Background: an optimization exercise with open tools, aiming at small area. Do not read the settings as production practice. Where RTL was checked, it was by simulation tests only, not by an equivalence proof against the original. The RTL of run 4 was laid out without a check of its function. In every run shown here, the design's own scripts or RTL, not TritonCTS, make the clock network. The flow treats the clock pin as an ideal source. Dropping or thinning the clock tree relies on that and would not hold on a real chip. Power figures rest on the tool's default switching activity, not on a simulated workload.

==> design/flow/design.v <==
module clock_dividers(
	input clk_in,
	input rst,
	output clk_1hz,
	output clk_2hz,
	output clk_blink,
	output scan_tick,    
	output [1:0] scan_idx  
);
reg [7:0] c0;
reg scan;
reg [2:0] jh;
reg [1:0] r;
reg [2:0] wave;
wire c0_low = ~(c0[6] | c0[4] | c0[3] | c0[1] | c0[0]);
wire w0 = c0_low & c0[5] & ~c0[7];
wire c0_zero = c0_low & ~c0[5] & ~c0[2];
wire e1 = w0 & scan;
wire jw = jh[2] & jh[1];
wire j_low3 = (r[0] ^ wave[0]) & ~(r[1] ^ r[0] ^ wave[1]);
wire e2 = e1 & jw;
wire ejh = e1 & j_low3;
always @(posedge clk_in) begin
	if (rst | w0)
		c0 <= 8'd0;
	else
		c0 <= {c0[6:0], ~(c0[7] ^ c0[6] ^ c0[5] ^ c0[0])};
end
always @(posedge clk_in) begin
	if (rst) begin
		scan <= 1'b0;
		jh <= 3'd0;
		r <= 2'd0;
		wave <= 3'd0;
	end
	else begin
		scan <= scan ^ w0;
		r[0] <= r[0] ^ e1;
		r[1] <= r[1] ^ (e1 & r[0]);
		if (e2)
			jh <= 3'd0;
		else begin
			jh[0] <= jh[0] ^ ejh;
			jh[1] <= jh[1] ^ (ejh & jh[0]);
			jh[2] <= jh[2] ^ (ejh & jh[1] & jh[0]);
		end
		wave[0] <= wave[0] ^ e2;
		wave[1] <= wave[1] ^ (e2 & wave[0]);
		wave[2] <= wave[2] ^ (e2 & wave[1] & wave[0]);
	end
end
assign clk_blink = wave[0];
assign clk_2hz = wave[1];
assign clk_1hz = wave[2];
assign scan_tick = scan & c0_zero;
assign scan_idx = r + {1'b0, scan & ~c0_zero};
endmodule
module debouncer(
	input clk,
	input btn,
	output reg btn_out,
	output btn_rise
);
localparam [15:0] INV = 16'haaaa;
reg [15:0] sr;
wire [15:0] lfsr = sr ^ INV;
wire z = ~|lfsr[14:0];
wire fb = btn_out | (lfsr[15] ^ lfsr[14] ^ lfsr[12] ^ lfsr[3] ^ z);
always @(posedge clk) begin
	if (!btn) begin
		sr <= INV;
		btn_out <= 1'b0;
	end
	else begin
		sr <= {lfsr[14:0], fb} ^ INV;
		if (lfsr[15] & z)
			btn_out <= 1'b1;
	end
end
assign btn_rise = btn_out & ~lfsr[0];
endmodule
module display(
	input [3:0] number,
	output [6:0] seg
);
localparam [15:0] SEG_A = 16'hcc12;
localparam [15:0] SEG_B = 16'hec60;
localparam [15:0] SEG_C = 16'hcc04;
localparam [15:0] SEG_D = 16'h8892;
localparam [15:0] SEG_E = 16'hbaba;
localparam [15:0] SEG_F = 16'h888e;
localparam [15:0] SEG_G = 16'h8883;
assign seg = {SEG_G[number], SEG_F[number], SEG_E[number], SEG_D[number],
	SEG_C[number], SEG_B[number], SEG_A[number]};
endmodule
module counter(
	input rst,
	input pause,
	input adj,
	input sel,
	input clk_sys,
	input clk,
	input clk_adj,
	output [3:0] sec_1s,
	output [2:0] sec_10s,
	output [3:0] min_1s,
	output [2:0] min_10s
);
wire clk_sel = adj ? clk_adj : clk;
reg clk_sel_d;
always @(posedge clk_sys)
	clk_sel_d <= clk_sel;
wire tick = clk_sel & ~clk_sel_d & ~pause;
wire sec_wrap = sec_10s[2] & sec_10s[0] & sec_1s[3] & sec_1s[0];
wire inc_sec = tick & (~adj | sel);
wire inc_min = tick & (adj ? ~sel : sec_wrap);
bcd60 sec(.clk(clk_sys), .rst(rst), .inc(inc_sec), .ones(sec_1s), .tens(sec_10s));
bcd60 min(.clk(clk_sys), .rst(rst), .inc(inc_min), .ones(min_1s), .tens(min_10s));
endmodule
module bcd60(
	input clk,
	input rst,
	input inc,
	output reg [3:0] ones,
	output reg [2:0] tens
);
wire e1 = inc & ones[0];
wire e10 = e1 & ones[3];
always @(posedge clk) begin
	if (rst) begin
		ones <= 4'd0;
		tens <= 3'd0;
	end
	else begin
		ones[0] <= ones[0] ^ inc;
		ones[1] <= ones[1] ^ (e1 & ~ones[3]);
		ones[2] <= ones[2] ^ (e1 & ones[1]);
		ones[3] <= ones[3] ^ (e1 & (ones[3] | (ones[2] & ones[1])));
		tens[0] <= tens[0] ^ e10;
		tens[1] <= tens[1] ^ (e10 & tens[0] & ~tens[2]);
		tens[2] <= tens[2] ^ (e10 & tens[0] & (tens[2] | tens[1]));
	end
end
endmodule
module stopwatch(
	input clk,
	input rst,
	input pause,
	input sel,
	input adj,
	output [6:0] seg,
	output [3:0] an
);
wire rst_out;
wire pause_out;
wire pause_rise;
debouncer rst_btn(
	.clk(clk),
	.btn(rst),
	.btn_out(rst_out),
	.btn_rise()
);
debouncer pause_btn(
	.clk(clk),
	.btn(pause),
	.btn_out(pause_out),
	.btn_rise(pause_rise)
);
reg is_paused;
always @(posedge clk) begin
	if (rst_out)
		is_paused <= 1'b0;
	else if (pause_rise)
		is_paused <= ~is_paused;
end
wire clk_1hz, clk_2hz, clk_blink, scan_tick;
wire [1:0] scan_idx;
clock_dividers divs(
	.clk_in(clk),
	.rst(rst_out),
	.clk_1hz(clk_1hz),
	.clk_2hz(clk_2hz),
	.clk_blink(clk_blink),
	.scan_tick(scan_tick),
	.scan_idx(scan_idx)
);
wire [3:0] sec_1s, min_1s;
wire [2:0] sec_10s, min_10s;
counter count(
	.rst(rst_out),
	.pause(is_paused),
	.adj(adj),
	.sel(sel),
	.clk_sys(clk),
	.clk(clk_1hz),
	.clk_adj(clk_2hz),
	.sec_1s(sec_1s),
	.sec_10s(sec_10s),
	.min_1s(min_1s),
	.min_10s(min_10s)
);
reg [3:0] shown;
reg [3:0] digit;
always @* begin
	case (scan_idx)
		2'd0: digit = {1'b0, min_10s};
		2'd1: digit = min_1s;
		2'd2: digit = {1'b0, sec_10s};
		default: digit = sec_1s;
	endcase
end
wire blank = adj & ~clk_blink & (sel == scan_idx[1]);
always @(posedge clk) begin
	if (rst_out)
		shown <= 4'd15;
	else if (scan_tick)
		shown <= blank ? 4'd11 : digit;
end
display dec(
	.number(shown),
	.seg(seg)
);
wire on = ~(shown[3] & shown[2]);
assign an[3] = ~(on & (scan_idx == 2'd1));
assign an[2] = ~(on & (scan_idx == 2'd2));
assign an[1] = ~(on & (scan_idx == 2'd3));
assign an[0] = ~(on & (scan_idx == 2'd0));
endmodule
==> design/flow/flow/run.sh <==
#!/bin/bash
# Own layout flow: the standard synthesis, then the combinational logic
# re-mapped for area with area-oriented ABC scripts (every register instance
# of the standard synthesis is kept as it is; the smallest of the mappings is
# used, after share_inv.py gives inverted-input gates shared inverters), then
# the standard layout steps with a manual clock tree (see
# pre_cts.tcl) and buf_1 port buffers.
# Each tool's output goes to a log file of its own in the work folder.
set -euo pipefail
WORK=$(pwd)
FLOWDIR=$WORK/flow
RES=$WORK/orfs/results/${FLOW_PLATFORM:-sky130hd}/stopwatch/base
YOSYS=${FLOW_HOME:-/OpenROAD-flow-scripts/flow}/../tools/install/yosys/bin/yosys
[ -x "$YOSYS" ] || YOSYS=yosys

bash standard.sh synth > "$WORK/run_synth.log" 2>&1
cp "$RES/1_2_yosys.v" "$WORK/standard_synth.v"

LIB=${FLOW_HOME:-/OpenROAD-flow-scripts/flow}/platforms/sky130hd/lib/sky130_fd_sc_hd__tt_025C_1v80.lib
running=0
for script in "$FLOWDIR"/abc*.script; do
	n=$(basename "$script" .script)
	REMAP_SCRIPT=$script REMAP_OUT=remap_$n "$YOSYS" -c "$FLOWDIR/remap.tcl" > "$WORK/run_remap_$n.log" 2>&1 &
	running=$((running + 1))
	if [ $running -ge 4 ]; then
		wait -n || true
		running=$((running - 1))
	fi
done
wait
best=""
best_area=""
for script in "$FLOWDIR"/abc*.script; do
	n=$(basename "$script" .script)
	[ -f "$WORK/remap_$n.stat" ] && [ -f "$WORK/remap_$n.v" ] || continue
	a=$(awk '/Chip area/ {print $NF}' "$WORK/remap_$n.stat")
	# share the inverters of inverted-input gates, if that still proves equivalent
	s=0
	if saved=$(python3 "$FLOWDIR/share_inv.py" "$LIB" "$WORK/remap_$n.v" "$WORK/remap_${n}_inv.v" 2> "$WORK/run_share_inv_$n.log"); then
		cp "$WORK/remap_$n.v" "$WORK/equiv_a.v"
		cp "$WORK/remap_${n}_inv.v" "$WORK/equiv_b.v"
		if LIB=$LIB "$YOSYS" -c "$FLOWDIR/equiv.tcl" > "$WORK/run_equiv_$n.log" 2>&1; then
			cp "$WORK/remap_${n}_inv.v" "$WORK/remap_$n.v"
			s=$saved
		fi
	fi
	a=$(awk -v a="$a" -v s="$s" 'BEGIN {printf "%.4f", a - s}')
	echo "$n $a (inverter sharing saved $s)" >> "$WORK/remap_areas.txt"
	if [ -z "$best" ] || awk -v a="$a" -v b="$best_area" 'BEGIN {exit !(a < b)}'; then
		best=$n
		best_area=$a
	fi
done
echo "using $best $best_area" >> "$WORK/remap_areas.txt"
cp "$WORK/remap_$best.v" "$RES/1_2_yosys.v"
rm -f "$RES/1_synth.odb" "$RES/1_synth.sdc"
bash standard.sh \
	"PRE_CTS_TCL=$FLOWDIR/pre_cts.tcl" \
	"BUFFER_PORTS_ARGS=-buffer_cell sky130_fd_sc_hd__buf_1" \
	finish > "$WORK/run_layout.log" 2>&1
==> design/flow/flow/abc1.script <==
strash
&get -n
&st
&syn2
&dch -f
&nf -R 1000
&put
strash
&get -n
&st
&syn2
&dch -f
&nf -R 1000
&put
==> design/flow/flow/abc2.script <==
strash
&get -n
&st
&syn2
&dch -f
&nf -R 1000
&put
strash
&get -n
&st
&syn2
&dch -f
&nf -R 1000
&put
strash
&get -n
&st
&syn2
&dch -f
&nf -R 1000
&put
strash
&get -n
&st
&syn2
&dch -f
&nf -R 1000
&put
==> design/flow/flow/abc3.script <==
strash
&get -n
&st
&syn2
&syn3
&dch -f
&nf -a -R 1000
&put
strash
&get -n
&st
&syn2
&dch -f
&nf -a -R 1000
&put
==> design/flow/flow/abc4.script <==
strash
ifraig
dc2
dch -f
amap
strash
dc2
dch -f
amap
==> design/flow/flow/abc_ds1.script <==
strash
&get -n
&st
&deepsyn -S 1 -T 120
&dch -f
&nf -R 1000
&put
==> design/flow/flow/abc_ds2.script <==
strash
&get -n
&st
&deepsyn -S 2 -T 120
&dch -f
&nf -R 1000
&put
==> design/flow/flow/abc_ds3.script <==
strash
&get -n
&st
&deepsyn -S 3 -T 120
&dch -f
&nf -R 1000
&put
==> design/flow/flow/abc_ds4.script <==
strash
&get -n
&st
&deepsyn -S 4 -T 120
&dch -f
&nf -R 1000
&put
==> design/flow/flow/abc_ds5.script <==
strash
&get -n
&st
&deepsyn -S 5 -T 120
&dch -f
&nf -R 1000
&put
==> design/flow/flow/abc_ds6.script <==
strash
&get -n
&st
&deepsyn -S 6 -T 120
&dch -f
&nf -R 1000
&put
==> design/flow/flow/equiv.tcl <==
# Combinational equivalence of two netlists with the same flip-flop
# instances (flip-flops are black boxes): equiv_a.v and equiv_b.v.
yosys read_liberty -ignore_miss_func $::env(LIB)
yosys blackbox sky130_fd_sc_hd__df*
yosys read_verilog equiv_a.v
yosys rename stopwatch gold
yosys read_verilog equiv_b.v
yosys rename stopwatch gate
yosys hierarchy -check
yosys flatten gold gate
yosys opt_clean
yosys equiv_make gold gate equiv
yosys hierarchy -top equiv
yosys equiv_simple -undef
yosys equiv_status -assert
==> design/flow/flow/manual_cts.tcl <==
# Manual clock tree, used in place of TritonCTS: the clock port drives nbuf
# clock buffers of cell bufname, each placed at the centre of a cluster of the
# flip-flops (balanced k-means on their placed positions) and driving it.
proc manual_clock_tree { nbuf bufname } {
  set block [ord::get_db_block]
  set db [ord::get_db]
  set clknet [$block findNet clk]
  set sinks {}
  foreach it [$clknet getITerms] {
    set inst [$it getInst]
    set bb [$inst getBBox]
    lappend sinks [list $it [expr {([$bb xMin] + [$bb xMax]) / 2.0}] [expr {([$bb yMin] + [$bb yMax]) / 2.0}]]
  }
  set n [llength $sinks]
  # initial centres: sinks sorted by x, picked evenly
  set sorted [lsort -real -index 1 $sinks]
  set cx {}; set cy {}
  for {set k 0} {$k < $nbuf} {incr k} {
    set s [lindex $sorted [expr {int(($k + 0.5) * $n / $nbuf)}]]
    lappend cx [lindex $s 1]; lappend cy [lindex $s 2]
  }
  set cap [expr {int(ceil(double($n) / $nbuf))}]
  for {set iter 0} {$iter < 30} {incr iter} {
    # balanced assignment: nearest centre with room, sinks taken by increasing distance
    set pairs {}
    set i 0
    foreach s $sinks {
      for {set k 0} {$k < $nbuf} {incr k} {
        set d [expr {abs([lindex $s 1] - [lindex $cx $k]) + abs([lindex $s 2] - [lindex $cy $k])}]
        lappend pairs [list $d $i $k]
      }
      incr i
    }
    set pairs [lsort -real -index 0 $pairs]
    array unset asg; array unset cnt
    for {set k 0} {$k < $nbuf} {incr k} { set cnt($k) 0 }
    foreach p $pairs {
      lassign $p d i k
      if {[info exists asg($i)] || $cnt($k) >= $cap} continue
      set asg($i) $k; incr cnt($k)
    }
    set ncx {}; set ncy {}
    for {set k 0} {$k < $nbuf} {incr k} {
      set sx 0.0; set sy 0.0; set m 0
      for {set i 0} {$i < $n} {incr i} {
        if {$asg($i) == $k} { set s [lindex $sinks $i]; set sx [expr {$sx + [lindex $s 1]}]; set sy [expr {$sy + [lindex $s 2]}]; incr m }
      }
      if {$m > 0} { lappend ncx [expr {$sx / $m}]; lappend ncy [expr {$sy / $m}] } else { lappend ncx [lindex $cx $k]; lappend ncy [lindex $cy $k] }
    }
    set cx $ncx; set cy $ncy
  }
  set master [$db findMaster $bufname]
  for {set k 0} {$k < $nbuf} {incr k} {
    set inst [odb::dbInst_create $block $master "clkbuf_m_$k"]
    set net [odb::dbNet_create $block "clknet_m_$k"]
    $net setSigType CLOCK
    [$inst findITerm A] connect $clknet
    [$inst findITerm X] connect $net
    $inst setLocation [expr {int([lindex $cx $k] - [$master getWidth] / 2)}] [expr {int([lindex $cy $k])}]
    $inst setPlacementStatus PLACED
    for {set i 0} {$i < $n} {incr i} {
      if {$asg($i) == $k} {
        set it [lindex [lindex $sinks $i] 0]
        $it disconnect
        $it connect $net
      }
    }
    puts "manual clock tree: $bufname clkbuf_m_$k drives $cnt($k) flip-flops"
  }
  global_connect
  set_propagated_clock [all_clocks]
}
==> design/flow/flow/pre_cts.tcl <==
# Sourced by ORFS's cts.tcl before it runs clock_tree_synthesis: replaces
# TritonCTS with the manual clock tree of manual_cts.tcl (the clock port
# drives four clkbuf_8, each placed at the centre of a cluster of about 18
# flip-flops and driving it). The rest of the CTS step (legalisation, timing
# repair) runs as usual.
source [file join [file dirname [info script]] manual_cts.tcl]
rename clock_tree_synthesis triton_clock_tree_synthesis
proc clock_tree_synthesis { args } {
  manual_clock_tree 4 sky130_fd_sc_hd__clkbuf_8
}
==> design/flow/flow/remap.tcl <==
# Re-map the combinational cells of the standard synthesis for area. The
# flip-flop cells are black boxes, so they and their instance names stay.
# REMAP_SCRIPT names the ABC script, REMAP_OUT the output files' stem.
set lib $::env(FLOW_HOME)/platforms/sky130hd/lib/sky130_fd_sc_hd__tt_025C_1v80.lib
set dont_use {}
foreach c {sky130_fd_sc_hd__lpflow_bleeder_1 sky130_fd_sc_hd__lpflow_clkbufkapwr_1 sky130_fd_sc_hd__lpflow_clkbufkapwr_16 sky130_fd_sc_hd__lpflow_clkbufkapwr_2 sky130_fd_sc_hd__lpflow_clkbufkapwr_4 sky130_fd_sc_hd__lpflow_clkbufkapwr_8 sky130_fd_sc_hd__lpflow_clkinvkapwr_1 sky130_fd_sc_hd__lpflow_clkinvkapwr_16 sky130_fd_sc_hd__lpflow_clkinvkapwr_2 sky130_fd_sc_hd__lpflow_clkinvkapwr_4 sky130_fd_sc_hd__lpflow_clkinvkapwr_8 sky130_fd_sc_hd__lpflow_decapkapwr_12 sky130_fd_sc_hd__lpflow_decapkapwr_3 sky130_fd_sc_hd__lpflow_decapkapwr_4 sky130_fd_sc_hd__lpflow_decapkapwr_6 sky130_fd_sc_hd__lpflow_decapkapwr_8 sky130_fd_sc_hd__lpflow_inputiso0n_1 sky130_fd_sc_hd__lpflow_inputiso0p_1 sky130_fd_sc_hd__lpflow_inputiso1n_1 sky130_fd_sc_hd__lpflow_inputiso1p_1 sky130_fd_sc_hd__lpflow_inputisolatch_1 sky130_fd_sc_hd__lpflow_isobufsrc_1 sky130_fd_sc_hd__lpflow_isobufsrc_16 sky130_fd_sc_hd__lpflow_isobufsrc_2 sky130_fd_sc_hd__lpflow_isobufsrc_4 sky130_fd_sc_hd__lpflow_isobufsrc_8 sky130_fd_sc_hd__lpflow_isobufsrckapwr_16 sky130_fd_sc_hd__lpflow_lsbuf_lh_hl_isowell_tap_1 sky130_fd_sc_hd__lpflow_lsbuf_lh_hl_isowell_tap_2 sky130_fd_sc_hd__lpflow_lsbuf_lh_hl_isowell_tap_4 sky130_fd_sc_hd__lpflow_lsbuf_lh_isowell_4 sky130_fd_sc_hd__lpflow_lsbuf_lh_isowell_tap_1 sky130_fd_sc_hd__lpflow_lsbuf_lh_isowell_tap_2 sky130_fd_sc_hd__lpflow_lsbuf_lh_isowell_tap_4 sky130_fd_sc_hd__probe_p_8 sky130_fd_sc_hd__probec_p_8} { lappend dont_use -dont_use $c }
yosys read_liberty -ignore_miss_func $lib
yosys read_verilog standard_synth.v
yosys blackbox sky130_fd_sc_hd__df* sky130_fd_sc_hd__edf* sky130_fd_sc_hd__sdf* sky130_fd_sc_hd__dl*
yosys hierarchy -top stopwatch
yosys flatten
yosys opt_clean -purge
yosys abc -script $::env(REMAP_SCRIPT) -liberty $lib {*}$dont_use
yosys opt_clean -purge
yosys read_liberty -lib -overwrite $lib
yosys hilomap -singleton -hicell sky130_fd_sc_hd__conb_1 HI -locell sky130_fd_sc_hd__conb_1 LO
yosys insbuf -buf sky130_fd_sc_hd__buf_4 A X
yosys check -assert
yosys tee -o $::env(REMAP_OUT).stat stat -liberty $lib
yosys write_verilog -noattr -nohex -nodec $::env(REMAP_OUT).v
==> design/flow/flow/share_inv.py <==
#!/usr/bin/env python3
"""Inverter sharing for a mapped sky130hd netlist (Yosys write_verilog form).

ABC maps a gate whose input is inverted to a cell with a built-in input
inverter (nor2b, nand2b, ...) even when many such gates invert the same net.
This pass gives each such net one shared inverter (or reuses an inverter that
already drives its complement) and swaps the gates for their plain versions,
where that saves area. Usage: share_inv.py LIB IN.v OUT.v; prints the area
saved in um2."""
import re, sys

lib_path, src, dst = sys.argv[1:4]
lib = open(lib_path).read()
area = {}
for m in re.finditer(r'\n\s*cell\s*\(\s*"?(sky130_fd_sc_hd__\w+)"?\s*\)', lib):
    a = re.search(r'area\s*:\s*([\d.]+)', lib[m.end():m.end() + 400000])
    if a:
        area[m.group(1)] = float(a.group(1))

P = 'sky130_fd_sc_hd__'
# cell with one inverted input -> (inverted pin, plain cell, plain pin)
SWAP = {
    'nor2b_1': ('B_N', 'nor2_1', 'B'), 'nand2b_1': ('A_N', 'nand2_1', 'A'),
    'nor3b_1': ('C_N', 'nor3_1', 'C'), 'nand3b_1': ('A_N', 'nand3_1', 'A'),
    'nor4b_1': ('D_N', 'nor4_1', 'D'), 'nand4b_1': ('A_N', 'nand4_1', 'A'),
    'and2b_1': ('A_N', 'and2_1', 'A'), 'or2b_1': ('B_N', 'or2_1', 'B'),
    'and3b_1': ('A_N', 'and3_1', 'A'), 'or3b_1': ('C_N', 'or3_1', 'C'),
    'and4b_1': ('A_N', 'and4_1', 'A'), 'or4b_1': ('D_N', 'or4_1', 'D'),
    'a21boi_0': ('B1_N', 'a21oi_1', 'B1'), 'o21bai_1': ('B1_N', 'o21ai_1', 'B1'),
    'a21bo_1': ('B1_N', 'a21o_1', 'B1'), 'o21ba_1': ('B1_N', 'o21a_1', 'B1'),
}
SWAP = {P + k: (v[0], P + v[1], v[2]) for k, v in SWAP.items()
        if P + k in area and P + v[1] in area and area[P + k] > area[P + v[1]]}
INV = P + 'inv_1'

text = open(src).read()
inst_re = re.compile(r'^(\s*)(sky130_fd_sc_hd__\w+)(\s+)(\S+)(\s*\()(.*?)(\);)', re.M | re.S)
pin_re = re.compile(r'\.(\w+)\(((?:\\\S+\s)|[^()]*?)\s*\)')

insts = []
for m in inst_re.finditer(text):
    pins = {p.group(1): p.group(2).strip() for p in pin_re.finditer(m.group(6))}
    insts.append((m, pins))

# nets whose complement an existing inverter already drives
inv_of = {}
for m, pins in insts:
    if m.group(2) in (P + 'inv_1', P + 'clkinv_1', P + 'inv_2') and 'A' in pins and 'Y' in pins:
        inv_of.setdefault(pins['A'], pins['Y'])

groups = {}
for idx, (m, pins) in enumerate(insts):
    t = m.group(2)
    if t in SWAP:
        n = pins.get(SWAP[t][0])
        if n and not n.startswith("1'b"):
            groups.setdefault(n, []).append(idx)

def esc(n):
    return n if n.startswith('\\') else n

saved = 0.0
new_cells = []
rewrite = {}
k = 0
for n, idxs in groups.items():
    gain = sum(area[insts[i][0].group(2)] - area[SWAP[insts[i][0].group(2)][1]] for i in idxs)
    if n in inv_of:
        y = inv_of[n]
    elif gain > area[INV] + 1e-9:
        y = '_shinv_%d_' % k
        new_cells.append((n, y, 'shinv_%d' % k))
        k += 1
        gain -= area[INV]
    else:
        continue
    saved += gain
    for i in idxs:
        rewrite[i] = y

out = []
last = 0
for idx, (m, pins) in enumerate(insts):
    if idx not in rewrite:
        continue
    t = m.group(2)
    pin, plain, ppin = SWAP[t]
    body = m.group(6)
    y = rewrite[idx]
    yref = y if y.startswith('\\') else y
    body = re.sub(r'\.' + pin + r'\(((?:\\\S+\s)|[^()]*?)\s*\)', '.' + ppin + '(' + (yref + ' ' if yref.startswith('\\') else yref) + ')', body, count=1)
    out.append(text[last:m.start()])
    out.append(m.group(1) + plain + m.group(3) + m.group(4) + m.group(5) + body + m.group(7))
    last = m.end()
out.append(text[last:])
text = ''.join(out)

if new_cells:
    decl = ''.join('  wire %s;\n' % y for _, y, _ in new_cells)
    cells = ''.join('  %s %s (\n    .A(%s),\n    .Y(%s)\n  );\n' % (INV, name, n + ' ' if n.startswith('\\') else n, y)
                    for n, y, name in new_cells)
    mod = text.index('module ')
    semi = text.index(');', mod) + 2
    text = text[:semi] + '\n' + decl + text[semi:]
    end = text.rindex('endmodule')
    text = text[:end] + cells + text[end:]

open(dst, 'w').write(text)
print('%.4f' % saved)
==> design/flow/standard.sh <==
#!/bin/bash
# synth_recipe.tcl (not shown) runs the flow's synth.tcl, then flattens the netlist and writes it again
# the make line also repeats each setting of config.mk as NAME=value (left out here)
make -C /OpenROAD-flow-scripts/flow DESIGN_CONFIG=/design/flow/config.mk WORK_HOME=/design/flow/orfs CLKGATE_MAP_FILE= SYNTH_SCRIPT=/design/flow/synth_recipe.tcl "${@:-finish}"
==> design/flow/config.mk <==
export PLATFORM = sky130hd
export DESIGN_NAME = stopwatch
export DESIGN_NICKNAME = stopwatch
export VERILOG_FILES = /design/flow/design.v
export SDC_FILE = /design/flow/constraint.sdc
export NUM_CORES = 4
export LEC_CHECK = 0
export CAP_MARGIN = 20
export CORE_MARGIN = 2
export CORE_UTILIZATION = 40
export SLEW_MARGIN = 20
==> design/flow/constraint.sdc <==
create_clock -name core_clock -period 10.0 [get_ports {clk}]
set_input_delay 2.0000 -clock core_clock [delete_from_list [all_inputs] [get_ports {clk}]]
set_output_delay 2.0000 -clock core_clock [all_outputs]
set_load 0.01 [all_outputs]
==> impl_metrics.yaml, run 1 <==
outcome:
  status: "finished clean"
setup_path:
  slowest_delay_ns: 0.32
  crit_path_top_delay_cell: "dfxtp_1"
  crit_chain: "nor3_1 > nand2_1 > nor3_1 > nor2b_1 > xor2_1 > a21boi_0 > nand2_1 > buf_1"
  critPathBufInv: 1
  crit_required_ns: 8.00
  endpoint_kind: "primary output"
  path_max_fanout: 3
  start_kind: "register"
  worstSetupPathType: "register to primary output"
  crit_arrival_ns: 1.81
  cp_top_family: "simple AND/OR/NAND/NOR gates"
place:
  port_buffers: 15
  gp_congestion: 0.7883
  dpl.hpwl_mm: 3.207
synth:
  syn_inst: 276
  syn_area_sq_um: 2520
  yosysWarnings: 5
  syn_nets: 281
  synth.avg_cell_area_sq_um: 9.130
clock_network:
  cts_setup_buffers: 0
  ctsResizeCount: 0
  clk_pin_slew_worst_paths_ns: 0.11
  holdBufCountCts: 0
  insertion_delay_ns: 0.16
floorplanning:
  io_pins: 16
  rows: 28
  dieArea_sq_um: 6951
  die_w_microns: 83.37
  start_util_pct: 42.06
  fp.coreArea_sq_um: 5991
  die_h_microns: 83.37
hold_path:
  hp-class: "register to register"
sta:
  worst_pin_slew_ns: 0.7555
  timing.final.crit_share_pct: 38.07
  final_hold_viol_count: 0
  max_freq_mhz: 262.7
  slew_headroom_pct: 49.56
  setup_viol: 0
  maxSlewViolCount: 0
  timing.setup.tns_ns: 0
  finalCriticalPeriod_ns: 3.807
  rsz0062_at_grt: "no"
  fin_skew_ns: 0.01138
cells_and_area:
  drive_above_1_share_pct: 1.356
  antenna_cells: 0
  nFillCells: 595
  final_util_pct: 45.49
  ff_latch_area_sq_um: 1421
  final_common_cell: "dfxtp_1"
  area_delta_synth_final_pct: 8.143
  layout_common_cells: "71 x dfxtp_1, 39 x nor2_1, 37 x nand2_1, 22 x a21oi_1, 16 x o21ai_0"
  fin_nets: 302
  multi_input_area_sq_um: 1072
global_routing:
  grtUsageTotal_pct: 12.92
  busiest_layer: "met2"
  grt_max_degree: 22
  grt_pass1_wl_mm: 7.859
  grt_pass1_vias: 1719
  grt_use_met3_pct: 0.7952
  grtUsageMet2_pct: 22.07
  grt_antenna_before_repair: 0
  gr-total-overflow: 0
  use_met1_pct: 18.60
pwr:
  max-vdd-ir-drop_mv: 0.1746
  powerDensity_nw_per_um2: 239.0
  leakage_uw: 0.001079
drt:
  drt-total-wl_mm: 4.473
  route.detailed.drc: 0
  viasPerCell: 5.019
  num_vias: 1857
  ant_nets: 0
  wl_per_cell_microns: 12.09
  firstDrtPassIters: 4
  initialDrtViolationCount: 93
flow_run:
  drv_cap: 0
==> worst paths after layout <==
| kind | from | to | slack (ns) | cells past startpoint |
|---|---|---|---|---|
| max | divs.c0[1] | an[1] | 6.19 | 8 |
| min | rst_btn.sr[2] | rst_btn.sr[3] | 0.40 | 1 |
| max reg2reg | divs.c0[1] | divs.wave[2] | 7.83 | 8 |
| min reg2reg | rst_btn.sr[2] | rst_btn.sr[3] | 0.40 | 1 |
==> routing by layer <==
metal / up-vias / share of wire [%]
met5: - / 0
met4: 0 / 1.3
met3: 5 / 2.8
met2: 22 / 43
met1: 845 / 53
li1: 985 / -
==> metrics by stage <==
stage | cells | area [sq um] | worst slack [ns] | power (uW) | hold slack, ns
final | 370 | 2725 | 6.193 | 651.4 | 0.4000
after global routing | 370 | 2725 | 5.999 | 699.9 | 0.4208
after CTS | 370 | 2725 | 6.180 | 656.9 | 0.4034
after detailed placement | 366 | 2670 | 6.386 | 550.3 | 0.3745
after global placement | 366 | 2670 | 6.444 | 546.1 | 0.3705
after floorplan | 276 | 2520 | 6.672 | 505.7 | 0.3597
==> layout make-up <==
cell class,count,share of cell area (%)
Timing Repair Buffer,15,2.066
Tap cell,75,3.444
Multi-Input combinational cell,198,39.35
Buffer,4,2.020
Sequential cell,71,52.16
Inverter,7,0.9642
==> power breakdown <==
group / internal [uW] / switching, uW
sequential: 343 / 53.7
combinational: 68.8 / 77.7
clock: 37.3 / 71.1
==> worst reg2reg max path: stages (launching register included) <==
cell and delay [ns]:
dfxtp_1 0.32, nor3_1 0.18, nand2_1 0.09, nor3_1 0.34
and2_0 0.35, and3_1 0.33, and3_1 0.24, xnor2_1 0.13
nor2_1 0.05
==> state kept, by name, indices dropped and copies added, names as in the netlist, 2 cells and up <==
signal and count:
pause_btn.sr 16, rst_btn.sr 16, divs.c0 8, count.min.ones 4, count.sec.ones 4, shown 4
count.min.tens 3, count.sec.tens 3, divs.jh 3, divs.wave 3, divs.r 2
==> inputs of run 2 (changes only) <==
--- a/design/flow/flow/run.sh
+++ b/design/flow/flow/run.sh
@@ -17,15 +17,9 @@
 cp "$RES/1_2_yosys.v" "$WORK/standard_synth.v"
 
 LIB=${FLOW_HOME:-/OpenROAD-flow-scripts/flow}/platforms/sky130hd/lib/sky130_fd_sc_hd__tt_025C_1v80.lib
-running=0
 for script in "$FLOWDIR"/abc*.script; do
 	n=$(basename "$script" .script)
 	REMAP_SCRIPT=$script REMAP_OUT=remap_$n "$YOSYS" -c "$FLOWDIR/remap.tcl" > "$WORK/run_remap_$n.log" 2>&1 &
-	running=$((running + 1))
-	if [ $running -ge 4 ]; then
-		wait -n || true
-		running=$((running - 1))
-	fi
 done
 wait
 best=""
==> design/flow/flow/abc_ds1.script (replaced) <==
strash
&get -n
&st
&deepsyn -S 1 -T 90
&dch -f
&nf -R 1000
&put
==> design/flow/flow/abc_ds2.script (replaced) <==
strash
&get -n
&st
&deepsyn -S 2 -T 90
&dch -f
&nf -R 1000
&put
==> design/flow/flow/abc_ds3.script (replaced) <==
strash
&get -n
&st
&deepsyn -S 3 -T 90
&dch -f
&nf -R 1000
&put
removed: design/flow/flow/abc_ds4.script
removed: design/flow/flow/abc_ds5.script
removed: design/flow/flow/abc_ds6.script
==> run 2 against run 1 <==
Sequential share of layout area unchanged. Combinational power barely moved. Critical endpoint unchanged. Critical path type unchanged. Wire length unchanged. Power stayed put. Synthesized cell count unchanged. Highest routed layer unchanged. Still clean.
==> impl_metrics.yaml, run 2 <==
place:
  place_area_sq_um: 2670
  dpl.hpwl_mm: 3.207
  gp_congestion: 0.7883
  port_buffers: 15
floorplanning:
  die_w_microns: 83.37
  io_pins: 16
  rows: 28
  start_util_pct: 42.06
  fp.coreArea_sq_um: 5991
  dieArea_sq_um: 6951
  die_h_microns: 83.37
global_routing:
  grt_max_degree: 22
  grt_pass1_wl_mm: 7.859
  grtUsageTotal_pct: 12.92
  grt_pass1_vias: 1719
  grt_antenna_before_repair: 0
  gr-total-overflow: 0
drt:
  viasPerCell: 5.019
  wl_met2_mm: 1.937
  wl_met1_mm: 2.349
  drt-total-wl_mm: 4.473
  ant_nets: 0
  route.top_layer_used: "met4"
  num_vias: 1857
  firstDrtPassIters: 4
  wl_per_cell_microns: 12.09
  wl_met3_microns: 126
  route.detailed.drc: 0
  initialDrtViolationCount: 93
clock_network:
  ctsResizeCount: 0
  cts_setup_buffers: 0
  clk_pin_slew_worst_paths_ns: 0.11
  holdBufCountCts: 0
  insertion_delay_ns: 0.16
setup_path:
  crit_chain: "nor3_1 > nand2_1 > nor3_1 > nor2b_1 > xor2_1 > a21boi_0 > nand2_1 > buf_1"
  critical_path_depth: 8
  endpoint_kind: "primary output"
  slowest_delay_ns: 0.32
  reg2reg_depth: 8
  crit_arrival_ns: 1.81
  start_kind: "register"
  cp_top_family: "simple AND/OR/NAND/NOR gates"
  crit_path_top_delay_cell: "dfxtp_1"
  worstSetupPathType: "register to primary output"
  crit_required_ns: 8.00
  critPathBufInv: 1
  path_max_fanout: 3
pwr:
  leakage_uw: 0.001079
  powerDensity_nw_per_um2: 239.0
  max-vdd-ir-drop_mv: 0.1746
flow_run:
  drv_cap: 0
sta:
  fin_skew_ns: 0.01138
  final_hold_viol_count: 0
  max_freq_mhz: 262.7
  timing.final.crit_share_pct: 38.07
  worst_pin_slew_ns: 0.7555
  rsz0062_at_grt: "no"
  setup_viol: 0
  timing.setup.tns_ns: 0
  slew_headroom_pct: 49.56
  maxSlewViolCount: 0
  finalCriticalPeriod_ns: 3.807
cells_and_area:
  drive_above_1_share_pct: 1.356
  final_common_cell: "dfxtp_1"
  fin_nets: 302
  area_delta_synth_final_pct: 8.143
  reg_top3: "pause_btn.sr: 16 flops, rst_btn.sr: 16 flops, divs.c0: 8 flops"
  layout_common_cells: "71 x dfxtp_1, 39 x nor2_1, 37 x nand2_1, 22 x a21oi_1, 16 x o21ai_0"
  nFillCells: 595
  antenna_cells: 0
  stdcell_area_sq_um: 2725
hold_path:
  hp-class: "register to register"
  holdPathStages: 1
synth:
  syn_inst: 276
  syn_nets: 281
  synth.avg_cell_area_sq_um: 9.130
  syn_area_sq_um: 2520
  yosysWarnings: 5
outcome:
  status: "finished clean"
## run 2: cell counts in the layout (fill, tap and decap cells not counted)
Identical to the previous run, type by type.
## run 2: area by class of cell
| type | instances | area (sq um) | share of cell area [%] |
|---|---|---|---|
| Sequential cell | 71 | 1421 | 52.16 |
| Tap cell | 75 | 93.84 | 3.444 |
| Inverter | 7 | 26.28 | 0.9642 |
| Timing Repair Buffer | 15 | 56.30 | 2.066 |
| Multi-Input combinational cell | 198 | 1072 | 39.35 |
| Buffer | 4 | 55.05 | 2.020 |
## run 2: worst reg2reg max path, cell delays in order, from the launching register on
cell and delay, ns:
dfxtp_1 0.32, nor3_1 0.18, nand2_1 0.09, nor3_1 0.34
and2_0 0.35, and3_1 0.33, and3_1 0.24, xnor2_1 0.13
nor2_1 0.05
## run 2: final timing paths
kind,startpoint,end,slack (ns)
hold reg to reg,rst_btn.sr[2],rst_btn.sr[3],0.40
setup reg to reg,divs.c0[1],divs.wave[2],7.83
setup / recovery,divs.c0[1],an[1],6.19
hold / removal,rst_btn.sr[2],rst_btn.sr[3],0.40
## run 2: where the power goes
group / total (uW) / internal (uW) / switching, uW / leakage (uW)
clock: 108 / 37.3 / 71.1 / 0.0000288
combinational: 147 / 68.8 / 77.7 / 0.000467
sequential: 396 / 343 / 53.7 / 0.000583
total: 651 / 449 / 203 / 0.00108
## run 2: routing by layer
layer	vias to the layer above	global-route usage [%]
met5	-	0
met4	0	1.341
met3	5	0.7952
met2	22	22.07
met1	845	18.60
li1	985	-
## run 2: stage by stage
step / cells / hold WS [ns] / total power (uW) / worst slack, ns / utilization [%]
final: 370 / 0.4000 / 651.4 / 6.193 / 45.49
after global routing: 370 / 0.4208 / 699.9 / 5.999 / 45.49
after CTS: 370 / 0.4034 / 656.9 / 6.180 / 45.49
after detailed placement: 366 / 0.3745 / 550.3 / 6.386 / 44.57
after global placement: 366 / 0.3705 / 546.1 / 6.444 / 44.57
after floorplan: 276 / 0.3597 / 505.7 / 6.672 / -
==> inputs of run 3 (changes only) <==
--- a/design/flow/design.v
+++ b/design/flow/design.v
@@ -17,7 +17,7 @@
 wire c0_zero = c0_low & ~c0[5] & ~c0[2];
 wire e1 = w0 & scan;
 wire jw = jh[2] & jh[1];
-wire j_low3 = (r[0] ^ wave[0]) & ~(r[1] ^ r[0] ^ wave[1]);
+wire j_low3 = (r == wave[1:0]);
 wire e2 = e1 & jw;
 wire ejh = e1 & j_low3;
 always @(posedge clk_in) begin
@@ -35,8 +35,8 @@
 	end
 	else begin
 		scan <= scan ^ w0;
-		r[0] <= r[0] ^ e1;
-		r[1] <= r[1] ^ (e1 & r[0]);
+		if (scan_tick)
+			r <= r + 2'd1;
 		if (e2)
 			jh <= 3'd0;
 		else begin
@@ -53,7 +53,7 @@
 assign clk_2hz = wave[1];
 assign clk_1hz = wave[2];
 assign scan_tick = scan & c0_zero;
-assign scan_idx = r + {1'b0, scan & ~c0_zero};
+assign scan_idx = r;
 endmodule
 module debouncer(
 	input clk,
==> run 3 against run 2 <==
Still clean. Synthesized cell count is 1.1% lower. Design area is 0.23% lower. Critical path depth is 4 lower. Maximum frequency is 11% higher.
==> impl_metrics.yaml, run 3 <==
outcome:
  status: "finished clean"
drt:
  num_vias: 1810
  wl_per_cell_microns: 12.09
  route.detailed.drc: 0
  firstDrtPassIters: 4
  viasPerCell: 4.932
  initialDrtViolationCount: 95
  ant_nets: 0
  drt-total-wl_mm: 4.436
cells_and_area:
  stdcell_area_sq_um: 2719
  final_util_pct: 45.38
  area_delta_synth_final_pct: 8.163
  final_common_cell: "dfxtp_1"
  layout_common_cells: "71 x dfxtp_1, 39 x nor2_1, 38 x nand2_1, 22 x a21oi_1, 15 x buf_1"
  reg_top3: "pause_btn.sr: 16 flops, rst_btn.sr: 16 flops, divs.c0: 8 flops"
  fin_nets: 299
  nFillCells: 585
  drive_above_1_share_pct: 1.712
  antenna_cells: 0
sta:
  final_hold_viol_count: 0
  fin_skew_ns: 0.009082
  rsz0062_at_grt: "no"
  worst_pin_slew_ns: 0.8301
  setup_viol: 0
  slew_headroom_pct: 44.58
  max_freq_mhz: 292.6
  timing.final.crit_share_pct: 34.18
  finalCriticalPeriod_ns: 3.418
  whs_ns: 0.3980
  maxSlewViolCount: 0
  timing.setup.tns_ns: 0
setup_path:
  r2r_slack_ns: 7.70
  critPathBufInv: 2
  endpoint_kind: "primary output"
  reg2reg_depth: 8
  critical_path_depth: 4
  r2r_start: "divs.c0[6]"
  crit_chain: "clkinv_1 > nor2_1 > nand2_1 > buf_1"
  worstReg2RegEnd: "divs.wave[2]"
  slowest_delay_ns: 0.57
  worstSetupPathType: "register to primary output"
  start_kind: "register"
  cp_top_family: "flip-flops"
  crit_required_ns: 8.00
  crit_end: "an[3]"
  path_max_fanout: 10
  crit_path_top_delay_cell: "dfxtp_1"
  crit_arrival_ns: 1.42
  startpoint: "divs.r[0]"
pwr:
  totalPowerFinal_uw: 707.5
  max-vdd-ir-drop_mv: 0.1342
  p_sw_uw: 231.9
  clockPowerShare_pct: 15.1
  powerDensity_nw_per_um2: 260.2
  power_frac_comb_pct: 25.7
  leakage_uw: 0.001075
  power.internal_uw: 475.6
  pwr-share-seq_pct: 59.1
  switching_share_pct: 32.78
global_routing:
  grt_antenna_before_repair: 0
  gr-total-overflow: 0
  grt_pass1_wl_mm: 7.679
  grtUsageTotal_pct: 12.59
  grt_pass1_vias: 1697
  grt_max_degree: 24
synth:
  yosysWarnings: 5
  syn_inst: 273
  syn_area_sq_um: 2514
  syn_nets: 278
  synth.avg_cell_area_sq_um: 9.208
clock_network:
  cts_setup_buffers: 0
  insertion_delay_ns: 0.16
  holdBufCountCts: 0
  clk_pin_slew_worst_paths_ns: 0.11
  ctsResizeCount: 0
place:
  gp_congestion: 0.7686
  port_buffers: 15
  dpl.hpwl_mm: 3.178
  place_area_sq_um: 2664
floorplanning:
  die_w_microns: 83.27
  fp.coreArea_sq_um: 5991
  io_pins: 16
  dieArea_sq_um: 6934
  die_h_microns: 83.27
  rows: 28
  start_util_pct: 41.96
hold_path:
  hp-class: "register to register"
flow_run:
  drv_cap: 0
[run 3: power by group through the flow]
stage          clock (uW)  combinational [uW]  sequential, uW
6_report              107                 182             418
5_1_grt               120                 211             432
4_1_cts               110                 183             419
3_5_place_dp            0                 182             425
3_3_place_gp            0                 178             426
2_1_floorplan           0                 144             404
[run 3: worst min-delay path by stage]
stage | startpoint | to | slack [ns] | depth (start not counted)
floorplan | rst_btn.sr[0] | rst_btn.sr[1] | 0.36 | 1
detailed placement | pause_btn.sr[8] | pause_btn.sr[9] | 0.38 | 1
CTS | pause_btn.sr[8] | pause_btn.sr[9] | 0.40 | 1
global route | rst_btn.sr[4] | rst_btn.sr[5] | 0.42 | 1
global placement | pause_btn.sr[8] | pause_btn.sr[9] | 0.37 | 1
finish | pause_btn.sr[2] | pause_btn.sr[3] | 0.40 | 1
[run 3: per-stage QoR]
stage / setup slack [ns] / cells
final: 6.582 / 367
after global routing: 6.391 / 367
after CTS: 6.570 / 367
after detailed placement: 6.606 / 363
after global placement: 6.637 / 363
after floorplan: 6.895 / 273
[run 3: metal layers]
metal | vias to the layer above | part of all wire [%] | routed length [microns] | track usage (%)
met4 | 0 | 0.92 | 41 | 1.490
met1 | 813 | 54 | 2394 | 18.86
met5 | - | 0 | 0 | 0
li1 | 970 | - | - | -
met3 | 4 | 3.9 | 174 | 1.491
met2 | 23 | 41 | 1825 | 20.09
[run 3: final cells by class]
class                   instances  area [sq um]  share of cell area [%]
flip-flops and latches         71          1421                   52.28
multi-input cells             196          1070                   39.35
well taps                      75         93.84                   3.451
repair buffers                 15         56.30                   2.071
plain buffers                   4         55.05                   2.025
inverters                       6         22.52                  0.8283
==> inputs of run 4 (changes only) <==
--- a/design/flow/design.v
+++ b/design/flow/design.v
@@ -55,7 +55,9 @@
 assign scan_tick = scan & c0_zero;
 assign scan_idx = r;
 endmodule
-module debouncer(
+module debouncer #(
+	parameter RISE = 1   
+) (
 	input clk,
 	input btn,
 	output reg btn_out,
@@ -65,7 +67,7 @@
 reg [15:0] sr;
 wire [15:0] lfsr = sr ^ INV;
 wire z = ~|lfsr[14:0];
-wire fb = btn_out | (lfsr[15] ^ lfsr[14] ^ lfsr[12] ^ lfsr[3] ^ z);
+wire fb = (RISE & btn_out) | (lfsr[15] ^ lfsr[14] ^ lfsr[12] ^ lfsr[3] ^ z);
 always @(posedge clk) begin
 	if (!btn) begin
 		sr <= INV;
@@ -154,7 +156,7 @@
 wire rst_out;
 wire pause_out;
 wire pause_rise;
-debouncer rst_btn(
+debouncer #(.RISE(0)) rst_btn(
 	.clk(clk),
 	.btn(rst),
 	.btn_out(rst_out),
==> run 4 against run 3 <==
Still clean. Setup slack better by 0.017 ns. Hold slack worse by 0.0013 ns. Global-route usage is 0.055 points lower. Power is 2.9% lower. Cell count up 1.9%. Via count is 3.6% higher. Sequential power is 1% lower. Design area increased by 0.28%. Largest cell class unchanged. Largest power group unchanged.
==> impl_metrics.yaml, run 4 <==
outcome:
  status: "finished clean"
sta:
  timing.final.crit_share_pct: 34.01
  maxSlewViolCount: 0
  timing.setup.tns_ns: 0
  max_freq_mhz: 294.0
  slew_headroom_pct: 66.48
  finalCriticalPeriod_ns: 3.401
  rsz0062_at_grt: "no"
  worst_pin_slew_ns: 0.5022
  fin_skew_ns: 0.006746
  final_hold_viol_count: 0
  setup_viol: 0
synth:
  syn_inst: 279
  yosysWarnings: 6
  syn_area_sq_um: 2514
  syn_nets: 284
  synth.avg_cell_area_sq_um: 9.010
pwr:
  p_sw_uw: 218.6
  clockPowerShare_pct: 15.2
  leakage_uw: 0.001083
  max-vdd-ir-drop_mv: 0.1213
  pwr-share-seq_pct: 60.0
  totalPowerFinal_uw: 687.0
  switching_share_pct: 31.82
  power.internal_uw: 468.3
  power_frac_comb_pct: 24.8
  powerDensity_nw_per_um2: 252.0
global_routing:
  grtUsageTotal_pct: 12.54
  grt_pass1_wl_mm: 7.686
  grt_max_degree: 29
  grt_antenna_before_repair: 0
  gr-total-overflow: 0
  grt_pass1_vias: 1688
setup_path:
  worstSetupPathType: "register to primary output"
  worstReg2RegEnd: "divs.wave[2]"
  path_max_fanout: 11
  crit_required_ns: 8.00
  reg2reg_depth: 7
  startpoint: "divs.r[0]"
  crit_end: "an[3]"
  start_kind: "register"
  r2r_start: "divs.c0[1]"
  crit_arrival_ns: 1.40
  r2r_slack_ns: 8.22
  endpoint_kind: "primary output"
floorplanning:
  io_pins: 16
  die_w_microns: 83.27
  rows: 28
  fp.coreArea_sq_um: 5991
  dieArea_sq_um: 6934
  die_h_microns: 83.27
  start_util_pct: 41.96
drt:
  initialDrtViolationCount: 75
  drt-total-wl_mm: 4.316
  route.detailed.drc: 0
  viasPerCell: 5.013
  wl_per_cell_microns: 11.54
  ant_nets: 0
  firstDrtPassIters: 5
  num_vias: 1875
flow_run:
  drv_cap: 0
hold_path:
  min_from: "rst_btn.sr[2]"
  hp-class: "register to register"
clock_network:
  clk_pin_slew_worst_paths_ns: 0.11
  cts_setup_buffers: 0
  ctsResizeCount: 0
  insertion_delay_ns: 0.16
  holdBufCountCts: 0
cells_and_area:
  antenna_cells: 0
  stdcell_count: 374
  fin_nets: 306
  drive_above_1_share_pct: 1.672
  area_delta_synth_final_pct: 8.462
  final_common_cell: "dfxtp_1"
  reg_top3: "pause_btn.sr: 16 flops, rst_btn.sr: 16 flops, divs.c0: 8 flops"
  layout_common_cells: "71 x dfxtp_1, 42 x nor2_1, 32 x nand2_1, 21 x a21oi_1, 19 x nor3_1"
place:
  placedCellCount: 370
  dpl.hpwl_mm: 3.115
  gp_congestion: 0.8067
  port_buffers: 15
## run 4: critical path: stages (launching register included)
cell	delay [ns]
dfxtp_1	0.57
clkinv_1	0.23
nor2_1	0.23
nand2_1	0.08
buf_1	0.13
## run 4: worst min-delay path by stage
stage / endpoint / slack, ns / cells after the start
detailed placement: rst_btn.sr[3] / 0.37 / 1
finish: rst_btn.sr[3] / 0.40 / 1
global placement: rst_btn.sr[3] / 0.37 / 1
global route: rst_btn.sr[11] / 0.42 / 1
CTS: rst_btn.sr[3] / 0.40 / 1
floorplan: pause_btn.sr[5] / 0.36 / 1
## run 4: power groups by stage
stage	clock network [uW]	registers (uW)	logic [uW]
floorplan	0	399	136
finish	105	412	170
global route	120	423	197
global placement	0	419	167
CTS	109	412	172
detailed placement	0	418	171
## run 4: layout make-up
cell class              count  area (sq um)
plain buffers               4         55.05
flip-flops and latches     71          1421
fillers                   601          3264
inverters                   9         33.78
repair buffers             16         63.81
well taps                  75         93.84
multi-input cells         199          1059
## run 4: through the flow
| stage | util, % | hold WS (ns) | area [sq um] | worst slack, ns |
|---|---|---|---|---|
| after floorplan | - | 0.3597 | 2514 | 6.849 |
| after global placement | 44.59 | 0.3700 | 2671 | 6.634 |
| after detailed placement | 44.59 | 0.3718 | 2671 | 6.581 |
| after CTS | 45.51 | 0.3992 | 2726 | 6.591 |
| after global routing | 45.51 | 0.4170 | 2726 | 6.402 |
| final | 45.51 | 0.3967 | 2726 | 6.599 |
## run 4: layer usage
metal | share of wire (%) | track usage [%]
met5 | 0 | 0
met4 | 1.3 | 1.788
met3 | 3.7 | 0.8946
met2 | 43 | 21.77
met1 | 52 | 17.49

==> port drivers added, routing unchanged <==
The flow's constraints put no driver on any port. The routed layouts listed below were extracted and timed again, unchanged, in two steps. Step 1 (the two cells are an assumption about what drives the block):
set clk [get_ports {clk}]
set_driving_cell -lib_cell sky130_fd_sc_hd__clkbuf_16 $clk
set_driving_cell -lib_cell sky130_fd_sc_hd__buf_2 [delete_from_list [all_inputs] $clk]
Step 2 times the ports against the registers' clock, not the clock port: input delays grow and output delays shrink by t, the midpoint of the rising clock arrivals with the driver on. Slacks: ideal / step 1 / step 2; pairs: ideal / step 1.
run | t, ns | setup WS [ns] | worst setup path at the end | clock arrival spread, ns
run 1 | 0.214 | 6.193 / 6.138 / 6.353 | register to output | 0.013 / 0.013
run 2 | 0.214 | 6.193 / 6.138 / 6.353 | register to output | 0.013 / 0.013
run 3 | 0.211 | 6.582 / 6.530 / 6.603 | input to register | 0.009 / 0.009
run 4 | 0.213 | 6.599 / 6.543 / 6.585 | input to register | 0.010 / 0.010
After both steps every run listed still meets setup and hold. For run 4, which loses most, drivers alone change the setup slack by -0.056 ns; drivers and shift together by -0.014 ns.
